Background: an optimization exercise with open tools, aiming at small area. Do not read the settings as production practice. In this exercise RTL edits were held to simulation tests only and were not proved equivalent to the original. No driver is modelled on the clock port, so clock power and skew are understated where the tree is cut down; a real chip needs a root buffer or a tree. Power and IR drop assume default switching activity.

// pintest
module pintest 
(
	input wire			CLK100_P,
	input wire			rst,  
	output wire[8:0]	D2IO_n,
	output wire[8:0]	D2IO_p,
	output wire[4:0]	D2I_n,
	output wire[4:0]	D2I_p,
	output wire[5:0]	D3IO_n,
	input wire			TestClock,
	output wire			D3IO_n7,  
	output wire[7:0]	D3IO_p,
	output wire[7:0]	D3I_n,
	output wire[7:0]	D3I_p,
	output wire[7:0]	D6IO_n,
	output wire[7:0]	D6IO_p,
	output wire[7:0]	D6I_n,
	output wire[7:0]	D6I_p,
	output wire[3:0]	LED,
	output wire[7:0]	S0,
	output wire[11:0]	S1,
	output wire[6:0]	S8,
	output wire[0:0]	S6
);
localparam GND = 7'd96;  
localparam [19:0] TMO_INV   = 20'h55555;
localparam [17:0] BLINK_INV = 18'h00000;
localparam [2:0]  SYNC_INV  = 3'b111;
localparam        INC_INV   = 1'b0;
localparam        LAST_INV  = 1'b0;
reg [6:0]  pos_out;      
reg        inc_q;        
reg [2:0]  sync_q;
reg        last_q;
reg [19:0] tmo_q;        
reg [17:0] blink_q;      
reg        led1;
wire [2:0]  sync_testclk = sync_q ^ SYNC_INV;
wire        inc          = inc_q ^ INC_INV;
wire        last_testclk = last_q ^ LAST_INV;
wire [19:0] tmo   = tmo_q ^ TMO_INV;
wire [17:0] blink = blink_q ^ BLINK_INV;
wire por      = inc & ~last_testclk;
wire tmo_mid  = &tmo[18:1];
wire tmo_ones = tmo_mid & tmo[0];
wire timeout  = tmo_ones & tmo[19];
wire reset    = por | timeout;
wire clr      = rst | por;             
wire edge_tc  = sync_testclk[0] & ~last_testclk;
wire por_end  = tmo_mid & tmo[19] & ~tmo[0] & ~last_testclk;
wire [6:0] pos = (reset | por_end) ? 7'd0 : pos_out + {6'd0, inc};
reg [19:0] tmo_next;
always @*
begin
	if (rst)
		tmo_next = 20'hDB6FF;          
	else if (sync_testclk[0] & ~por)
		tmo_next = 20'hFFFFE;          
	else
		tmo_next = {tmo[18:0], ~(tmo[19] ^ tmo[2]) | (tmo_ones & ~por)};
end
always @(posedge CLK100_P)
begin
	tmo_q <= tmo_next ^ TMO_INV;
	sync_q <= {~clr & TestClock, sync_testclk[2:1]} ^ SYNC_INV;
	last_q <= (~clr & sync_testclk[0] & ~timeout) ^ LAST_INV;
	inc_q  <= (rst | (por & ~tmo_ones) | (edge_tc & ~reset)) ^ INC_INV;
	pos_out <= clr ? GND : pos;
	blink_q <= {blink[16:0], clr | (~(blink[17] ^ blink[10]) ^ (&blink[16:0]))} ^ BLINK_INV;
	led1    <= ~clr & (led1 ^ (~blink[17] & (&blink[16:0])));
end
assign LED[0] = por;
assign LED[1] = led1;
assign LED[2] = ~reset;
  ...
Settings: LEC_CHECK=0, CAP_MARGIN=20, CELL_PAD_IN_SITES_DETAIL_PLACEMENT=0, CELL_PAD_IN_SITES_GLOBAL_PLACEMENT=1, CORE_MARGIN=2, CORE_UTILIZATION=75, SLEW_MARGIN=20; clock period 10.0 ns.
standard.sh (not shown) runs the stock make flow with config.mk's settings and CLKGATE_MAP_FILE= SYNTH_SCRIPT=/design/flow/synth_recipe.tcl, a recipe that flattens the netlist after the stock synthesis.
==> flow/flow/run.sh <==
#!/bin/bash
set -euo pipefail
here=$(pwd)
cat > "$here/flow_synth.tcl" <<EOF
proc abc {args} {
  set i [lsearch -exact \$args -script]
  if { \$i >= 0 } { set args [lreplace \$args [expr {\$i + 1}] [expr {\$i + 1}] $here/flow/abc_area.script] }
  yosys abc {*}\$args
}
source $here/synth_recipe.tcl
EOF
sed "s|SYNTH_SCRIPT=[^ ]*|SYNTH_SCRIPT=$here/flow_synth.tcl|" standard.sh > flow_standard.sh
export BUFFER_PORTS_ARGS="-buffer_cell sky130_fd_sc_hd__buf_1"
export CTS_ARGS="-sink_clustering_enable -repair_clock_nets -dont_use_dummy_load -buf_list {sky130_fd_sc_hd__clkbuf_4} -root_buf sky130_fd_sc_hd__clkbuf_4"
export POST_CTS_TCL="$here/flow/post_cts.tcl"
export POST_CTS_SLEW=0.105
bash flow_standard.sh > flow.log 2>&1
Other scripts of this flow, unchanged in this note and not shown: flow/flow/abc_area.script, flow/flow/post_cts.tcl
The first run did not get past 3_1_place_gp_skip_io, error GPL-0301.
Edit:
- CELL_PAD_IN_SITES_DETAIL_PLACEMENT: 0 -> unset
- CELL_PAD_IN_SITES_GLOBAL_PLACEMENT: 1 -> unset
- CORE_UTILIZATION: 75 -> 65
=> This time the run finished clean. Synthesized cell count does not change. Synthesized area stays the same.
Edit:
- CORE_UTILIZATION: 65 -> 82
The new run never finished: it broke off in 3_3_place_gp with GPL-0301.
Synthesized area does not change.
Synthesized cell count stays the same.
Edit:
- CELL_PAD_IN_SITES_DETAIL_PLACEMENT: unset -> 0
- CELL_PAD_IN_SITES_GLOBAL_PLACEMENT: unset -> 1
- CORE_UTILIZATION: 82 -> 65
- PLACE_DENSITY: unset -> 0.9
After rerunning: The new run did not get past 3_1_place_gp_skip_io; synthesized area is unchanged; synthesized cell count stays the same.
Edit:
- CELL_PAD_IN_SITES_DETAIL_PLACEMENT: 0 -> unset
- CELL_PAD_IN_SITES_GLOBAL_PLACEMENT: 1 -> unset
- CORE_UTILIZATION: 65 -> 75
- PLACE_DENSITY: 0.9 -> unset
After rerunning:
- With this change the flow died in 3_3_place_gp (GPL-0301)
- synthesized area does not change
- synthesized cell count is unchanged


Setup of build 36:
The RTL this note starts from:
==> flow/design.v <==
module pintest 
(
	input wire			CLK100_P,
	input wire			rst,  
	output wire[8:0]	D2IO_n,
	output wire[8:0]	D2IO_p,
	output wire[4:0]	D2I_n,
	output wire[4:0]	D2I_p,
	output wire[5:0]	D3IO_n,
	input wire			TestClock,
	output wire			D3IO_n7,  
	output wire[7:0]	D3IO_p,
	output wire[7:0]	D3I_n,
	output wire[7:0]	D3I_p,
	output wire[7:0]	D6IO_n,
	output wire[7:0]	D6IO_p,
	output wire[7:0]	D6I_n,
	output wire[7:0]	D6I_p,
	output wire[3:0]	LED,
	output wire[7:0]	S0,
	output wire[11:0]	S1,
	output wire[6:0]	S8,
	output wire[0:0]	S6
);
localparam GND = 7'd23;  
localparam [19:0] TMO_INV   = 20'h55555;
localparam [17:0] BLINK_INV = 18'h15555;
localparam [2:0]  SYNC_INV  = 3'b010;
reg [6:0]  pos_out;      
reg        inc;          
reg [2:0]  sync_q;
reg        last_testclk;
reg        por;          
reg [19:0] tmo_q;        
reg [17:0] blink_q;      
reg        led1;
wire [2:0]  sync_testclk = sync_q ^ SYNC_INV;
wire [19:0] tmo   = tmo_q ^ TMO_INV;
wire [17:0] blink = blink_q ^ BLINK_INV;
wire tmo_mid  = &tmo[18:1];
wire tmo_ones = tmo_mid & tmo[0];
wire timeout  = tmo_ones & tmo[19];
wire reset    = por | timeout;
wire clr      = rst | por;             
wire edge_tc  = sync_testclk[0] & ~last_testclk;
wire por_end  = tmo_mid & tmo[19] & ~tmo[0] & ~last_testclk;
wire [6:0] pos = (reset | por_end) ? 7'd0 : pos_out + {6'd0, inc};
reg [19:0] tmo_next;
always @*
begin
	if (rst)
		tmo_next = 20'hDB6FF;          
	else if (sync_testclk[0])
		tmo_next = 20'hFFFFE;          
	else
		tmo_next = {tmo[18:0], ~(tmo[19] ^ tmo[2]) | (tmo_ones & ~por)};
end
always @(posedge CLK100_P)
begin
	por <= rst | (por & ~tmo_ones);
	tmo_q <= tmo_next ^ TMO_INV;
	sync_q <= (clr ? 3'b0 : {TestClock, sync_testclk[2:1]}) ^ SYNC_INV;
	last_testclk <= sync_testclk[0] & ~timeout;
	inc     <= edge_tc & ~reset;
	pos_out <= clr ? GND : pos;
	blink_q <= (clr ? 18'h3FFFE : {blink[16:0], ~(blink[17] ^ blink[10]) ^ (&blink[16:0])}) ^ BLINK_INV;
	led1    <= ~clr & (led1 ^ (&blink));
end
assign LED[0] = por;
assign LED[1] = led1;
assign LED[2] = ~reset;
assign LED[3] = pos[0];
wire [127:0] pins = 128'd1 << pos_out;
assign S0[5]    = pins[0];  
assign S1[3]    = pins[1];  
assign S8[6]    = pins[2];  
assign D6I_n[0]    = pins[3];  
assign S1[4]    = pins[4];  
assign S8[4]    = pins[5];  
assign S6[0]    = pins[6];  
assign D6I_p[3]    = pins[7];  
assign D6I_p[2]    = pins[8];  
assign D6I_p[5]    = pins[9];  
assign D6I_p[0]    = pins[10];  
assign D6I_n[3]    = pins[11];  
assign D6I_n[5]    = pins[12];  
assign D6I_n[2]    = pins[13];  
assign D6I_n[1]    = pins[14];  
assign D6I_p[1]    = pins[15];  
assign S8[3]    = pins[16];  
assign S1[5]    = pins[17];  
assign S1[9]    = pins[18];  
assign S1[0]    = pins[19];  
assign S1[11]    = pins[20];  
assign S8[5]    = pins[21];  
assign S8[1]    = pins[22];  
assign S0[7]    = pins[24];  
assign S0[2]    = pins[25];  
assign S0[0]    = pins[26];  
assign S1[7]    = pins[27];  
assign S0[1]    = pins[28];  
assign S0[4]    = pins[29];  
assign S0[6]    = pins[30];  
assign S0[3]    = pins[31];  
assign D6IO_n[6]    = pins[32];  
assign D6IO_p[7]    = pins[33];  
assign D6IO_n[7]    = pins[34];  
assign D6I_n[6]    = pins[35];  
assign D6I_p[6]    = pins[36];  
assign D6I_p[7]    = pins[37];  
assign D6I_p[4]    = pins[38];  
assign D6I_n[7]    = pins[39];  
assign S1[1]    = pins[40];  
assign S1[2]    = pins[41];  
assign D6I_n[4]    = pins[42];  
assign S1[8]    = pins[43];  
assign S8[0]    = pins[44];  
assign S1[6]    = pins[45];  
assign S1[10]    = pins[46];  
assign S8[2]    = pins[47];  
assign D6IO_n[3]    = pins[50];  
assign D6IO_p[3]    = pins[51];  
assign D6IO_p[0]    = pins[52];  
assign D6IO_n[0]    = pins[53];  
assign D6IO_p[1]    = pins[54];  
assign D6IO_n[1]    = pins[55];  
assign D6IO_p[4]    = pins[56];  
assign D6IO_n[5]    = pins[57];  
assign D6IO_p[5]    = pins[58];  
assign D6IO_n[4]    = pins[60];  
assign D6IO_p[2]    = pins[61];  
assign D6IO_n[2]    = pins[62];  
assign D6IO_p[6]    = pins[63];  
assign D3IO_n[0]    = pins[64];  
assign D3IO_p[0]    = pins[65];  
assign D3I_n[3]    = pins[66];  
assign D3I_p[3]    = pins[67];  
assign D3I_n[4]    = pins[68];  
assign D3I_p[4]    = pins[69];  
assign D2IO_p[7]    = pins[70];  
assign D2IO_n[7]    = pins[71];  
assign D2IO_n[6]    = pins[72];  
assign D2IO_p[6]    = pins[73];  
assign D2IO_n[4]    = pins[74];  
assign D2IO_p[4]    = pins[75];  
assign D2I_n[1]    = pins[76];  
assign D2I_p[1]    = pins[77];  
assign D2I_n[0]    = pins[78];  
assign D2I_p[0]    = pins[79];  
assign D3IO_p[6]    = pins[80];  
assign D3IO_n7    = pins[81];  
assign D3IO_n[2]    = pins[82];  
assign D3IO_p[2]    = pins[83];  
assign D2IO_n[8]    = pins[84];  
assign D2IO_p[8]    = pins[85];  
assign D2IO_n[1]    = pins[86];  
assign D2IO_n[2]    = pins[87];  
assign D2IO_p[2]    = pins[88];  
assign D2IO_n[0]    = pins[89];  
assign D2IO_p[1]    = pins[90];  
assign D3IO_n[4]    = pins[91];  
assign D2IO_p[0]    = pins[92];  
assign D3IO_p[4]    = pins[93];  
assign D3IO_p[5]    = pins[98];  
assign D3IO_n[5]    = pins[99];  
assign D2IO_p[3]    = pins[100];  
assign D2IO_n[3]    = pins[101];  
assign D2IO_p[5]    = pins[102];  
assign D3IO_p[1]    = pins[104];  
assign D2IO_n[5]    = pins[105];  
assign D3IO_n[1]    = pins[106];  
assign D3IO_p[3]    = pins[107];  
assign D3I_p[7]    = pins[108];  
assign D3IO_p[7]    = pins[109];  
assign D3IO_n[3]    = pins[110];  
assign D3I_n[7]    = pins[111];  
assign D2I_p[2]    = pins[112];  
assign D2I_p[3]    = pins[113];  
assign D3I_p[1]    = pins[114];  
assign D2I_p[4]    = pins[115];  
assign D2I_n[2]    = pins[116];  
assign D2I_n[3]    = pins[117];  
assign D3I_n[1]    = pins[118];  
assign D2I_n[4]    = pins[119];  
assign D3I_p[0]    = pins[120];  
assign D3I_p[2]    = pins[121];  
assign D3I_p[5]    = pins[122];  
assign D3I_p[6]    = pins[123];  
assign D3I_n[6]    = pins[124];  
assign D3I_n[5]    = pins[125];  
assign D3I_n[2]    = pins[126];  
assign D3I_n[0]    = pins[127];  
endmodule
export LEC_CHECK = 0
export CAP_MARGIN = 20
export CORE_MARGIN = 2
export CORE_UTILIZATION = 40
export SLEW_MARGIN = 20
create_clock -name core_clock -period 10.0 [get_ports {CLK100_P}]
==> flow/flow/run.sh <==
#!/bin/bash
set -euo pipefail
export BUFFER_PORTS_ARGS="-buffer_cell sky130_fd_sc_hd__buf_1"
export CTS_ARGS="-sink_clustering_enable -repair_clock_nets -dont_use_dummy_load -buf_list {sky130_fd_sc_hd__clkbuf_4 sky130_fd_sc_hd__clkbuf_8} -root_buf sky130_fd_sc_hd__clkbuf_8 -sink_clustering_size 30"
bash standard.sh > flow.log 2>&1
No stage failed in build 36, and the final checks on the layout all came back clean.
diff inputs: build 36 => build 61
==> flow/flow/run.sh <==
#!/bin/bash
set -euo pipefail
here=$(pwd)
cat > "$here/flow_synth.tcl" <<EOF
proc abc {args} {
  set i [lsearch -exact \$args -script]
  if { \$i >= 0 } { set args [lreplace \$args [expr {\$i + 1}] [expr {\$i + 1}] $here/flow/abc_area.script] }
  yosys abc {*}\$args
}
source $here/synth_recipe.tcl
EOF
sed "s|SYNTH_SCRIPT=[^ ]*|SYNTH_SCRIPT=$here/flow_synth.tcl|" standard.sh > flow_standard.sh
export BUFFER_PORTS_ARGS="-buffer_cell sky130_fd_sc_hd__buf_1"
export CTS_ARGS="-sink_clustering_enable -repair_clock_nets -dont_use_dummy_load -buf_list {sky130_fd_sc_hd__clkbuf_4} -root_buf sky130_fd_sc_hd__clkbuf_4"
export POST_CTS_TCL="$here/flow/post_cts.tcl"
export POST_CTS_SLEW=0.100
bash flow_standard.sh > flow.log 2>&1
==> flow/flow/abc_area.script (new file) <==
&get -n
&deepsyn -I 4 -J 50
&put
map -a
topo
==> flow/flow/post_cts.tcl (new file) <==
set block [ord::get_db_block]
set root [$block findInst clkbuf_0_CLK100_P]
set innet [[$root findITerm A] getNet]
set rootnet [[$root findITerm X] getNet]
set loads {}
foreach it [$rootnet getITerms] {
  if { [$it getInst] != $root } { lappend loads $it }
}
if { [llength $loads] <= 4 } {
  foreach it $loads { $it disconnect; $it connect $innet }
  [$root findITerm A] disconnect
  [$root findITerm X] disconnect
  odb::dbInst_destroy $root
  odb::dbNet_destroy $rootnet
  puts "post_cts: removed root clock buffer, port drives [llength $loads] buffers"
} else {
  puts "post_cts: root clock buffer kept, it drives [llength $loads] pins"
}

estimate_parasitics -placement
foreach it [$innet getITerms] {
  set inst [$it getInst]
  if { ![string match "sky130_fd_sc_hd__clkbuf_*" [[$inst getMaster] getName]] } { continue }
  set leafnet [[$inst findITerm X] getNet]
  set worst 0
  foreach sink [$leafnet getITerms] {
    if { [$sink getInst] == $inst } { continue }
    set pin [get_pins [[$sink getInst] getName]/[[$sink getMTerm] getName]]
    foreach rf {rise fall} {
      set s [get_property $pin slew_max_$rf]
      if { $s > $worst } { set worst $s }
    }
  }
  puts "post_cts: [$inst getName] [[$inst getMaster] getName] worst sink slew $worst"
  if { $worst > $::env(POST_CTS_SLEW) } {
    $inst swapMaster [[ord::get_db] findMaster sky130_fd_sc_hd__clkbuf_8]
    puts "post_cts: [$inst getName] upsized to clkbuf_8"
  }
}
-- flow/config.mk --
<<< build 36, line 9
export CORE_MARGIN = 2
export CORE_UTILIZATION = 40
export SLEW_MARGIN = 20
>>> build 61, line 9
export CORE_MARGIN = 2
export CORE_UTILIZATION = 65
export SLEW_MARGIN = 20
Results
- Build 61 does better than build 36 on fmax.
- The critical path depth of build 61 is higher than that of build 36.
- The higher combinational power came out of build 61.
- For count of filler cells inserted in the layout, dividing the value from build 61 by the value from build 36 gives 0.34.
- Combinational share of power on build 61 is up relative to build 36.
What build 68 does differently from build 61 at the input level:
==> flow/flow/run.sh <==
#!/bin/bash
set -euo pipefail
here=$(pwd)
export BUFFER_PORTS_ARGS="-buffer_cell sky130_fd_sc_hd__buf_1"
export CTS_ARGS="-sink_clustering_enable -repair_clock_nets -dont_use_dummy_load -buf_list {sky130_fd_sc_hd__clkbuf_4} -root_buf sky130_fd_sc_hd__clkbuf_4"
export POST_CTS_TCL="$here/flow/post_cts.tcl"
export POST_CTS_SLEW=0.100
bash standard.sh > flow.log 2>&1
removed: flow/flow/abc_area.script
==> comparison <==
- Against build 61, met1 wire length in build 68 fell by a little under 10%.
- Build 61 → build 68: critical path depth in cells fell 5, final weighted congestion in routability-driven placement fell about 12%.
- Build 68 vs build 61: non-clock inverter count in the final layout down in build 68
- Via count, build 61 and build 68: lower on build 68
--- input diff build 68..build 59 ---
-- flow/flow/run.sh --
<<< build 68, line 6
export POST_CTS_TCL="$here/flow/post_cts.tcl"
export POST_CTS_SLEW=0.100
bash standard.sh > flow.log 2>&1
>>> build 59, line 6
export POST_CTS_TCL="$here/flow/post_cts.tcl"
bash standard.sh > flow.log 2>&1
==> flow/flow/post_cts.tcl <==
set block [ord::get_db_block]
set root [$block findInst clkbuf_0_CLK100_P]
set innet [[$root findITerm A] getNet]
set rootnet [[$root findITerm X] getNet]
set loads {}
foreach it [$rootnet getITerms] {
  if { [$it getInst] != $root } { lappend loads $it }
}
if { [llength $loads] <= 4 } {
  foreach it $loads { $it disconnect; $it connect $innet }
  [$root findITerm A] disconnect
  [$root findITerm X] disconnect
  odb::dbInst_destroy $root
  odb::dbNet_destroy $rootnet
  puts "post_cts: removed root clock buffer, port drives [llength $loads] buffers"
} else {
  puts "post_cts: root clock buffer kept, it drives [llength $loads] pins"
}
-- flow/config.mk --
<<< build 68, line 9
export CORE_MARGIN = 2
export CORE_UTILIZATION = 65
export SLEW_MARGIN = 20
>>> build 59, line 9
export CORE_MARGIN = 2
export CORE_UTILIZATION = 75
export SLEW_MARGIN = 20
### Flow results
- Seen in the log of build 59: GPL-0301 during 3_3_place_gp, after which the run never completed.
- Status: sequential cell area fraction in the yosys report parity (build 59, build 68)
- The number of register bits inferred by synthesis of build 59 and that of build 68 are within noise of each other.
- Between build 68 and build 59, the chip width is higher for build 68.
- Floorplan die height (build 59 over build 68): decrease, 6.5%
- Build 59 vs. build 68: synthesized area per cell now sits at about the same level, initial standard-cell utilization of the core increased by 8.8 points relative to the old numbers, placement row count saw a decrease.

afterwards: timing with drivers on the ports:
No port has a modelled driver above. Below, the same layouts with a new extraction and two added sets of constraints.
Step 1, drivers: a clkbuf_16 drives CLK100_P and a buf_2 each remaining input, both assumed.
Step 2 times the ports against the registers' clock, not the clock port: input delays grow and output delays shrink by t, the midpoint of the rising clock arrivals with the driver on.
Slacks: ideal / step 1 / step 2; pairs: ideal / step 1.
| run | t (ns) | setup slack, ns | cell pins on the clock port's net |
|---|---|---|---|
| the second run of note 1 | 0.172 | 6.081 / 6.033 / 6.205 | 4 |
| build 36 | 0.322 | 5.707 / 5.683 / 6.005 | 1 |
| build 61 | 0.191 | 6.165 / 6.112 / 6.084 | 4 |
| build 68 | 0.183 | 5.923 / 5.876 / 6.059 | 4 |
After both steps setup and hold are still met in every run listed. The setup slack of build 61, which loses most, moves by -0.053 ns with the drivers and by -0.081 ns with both steps.
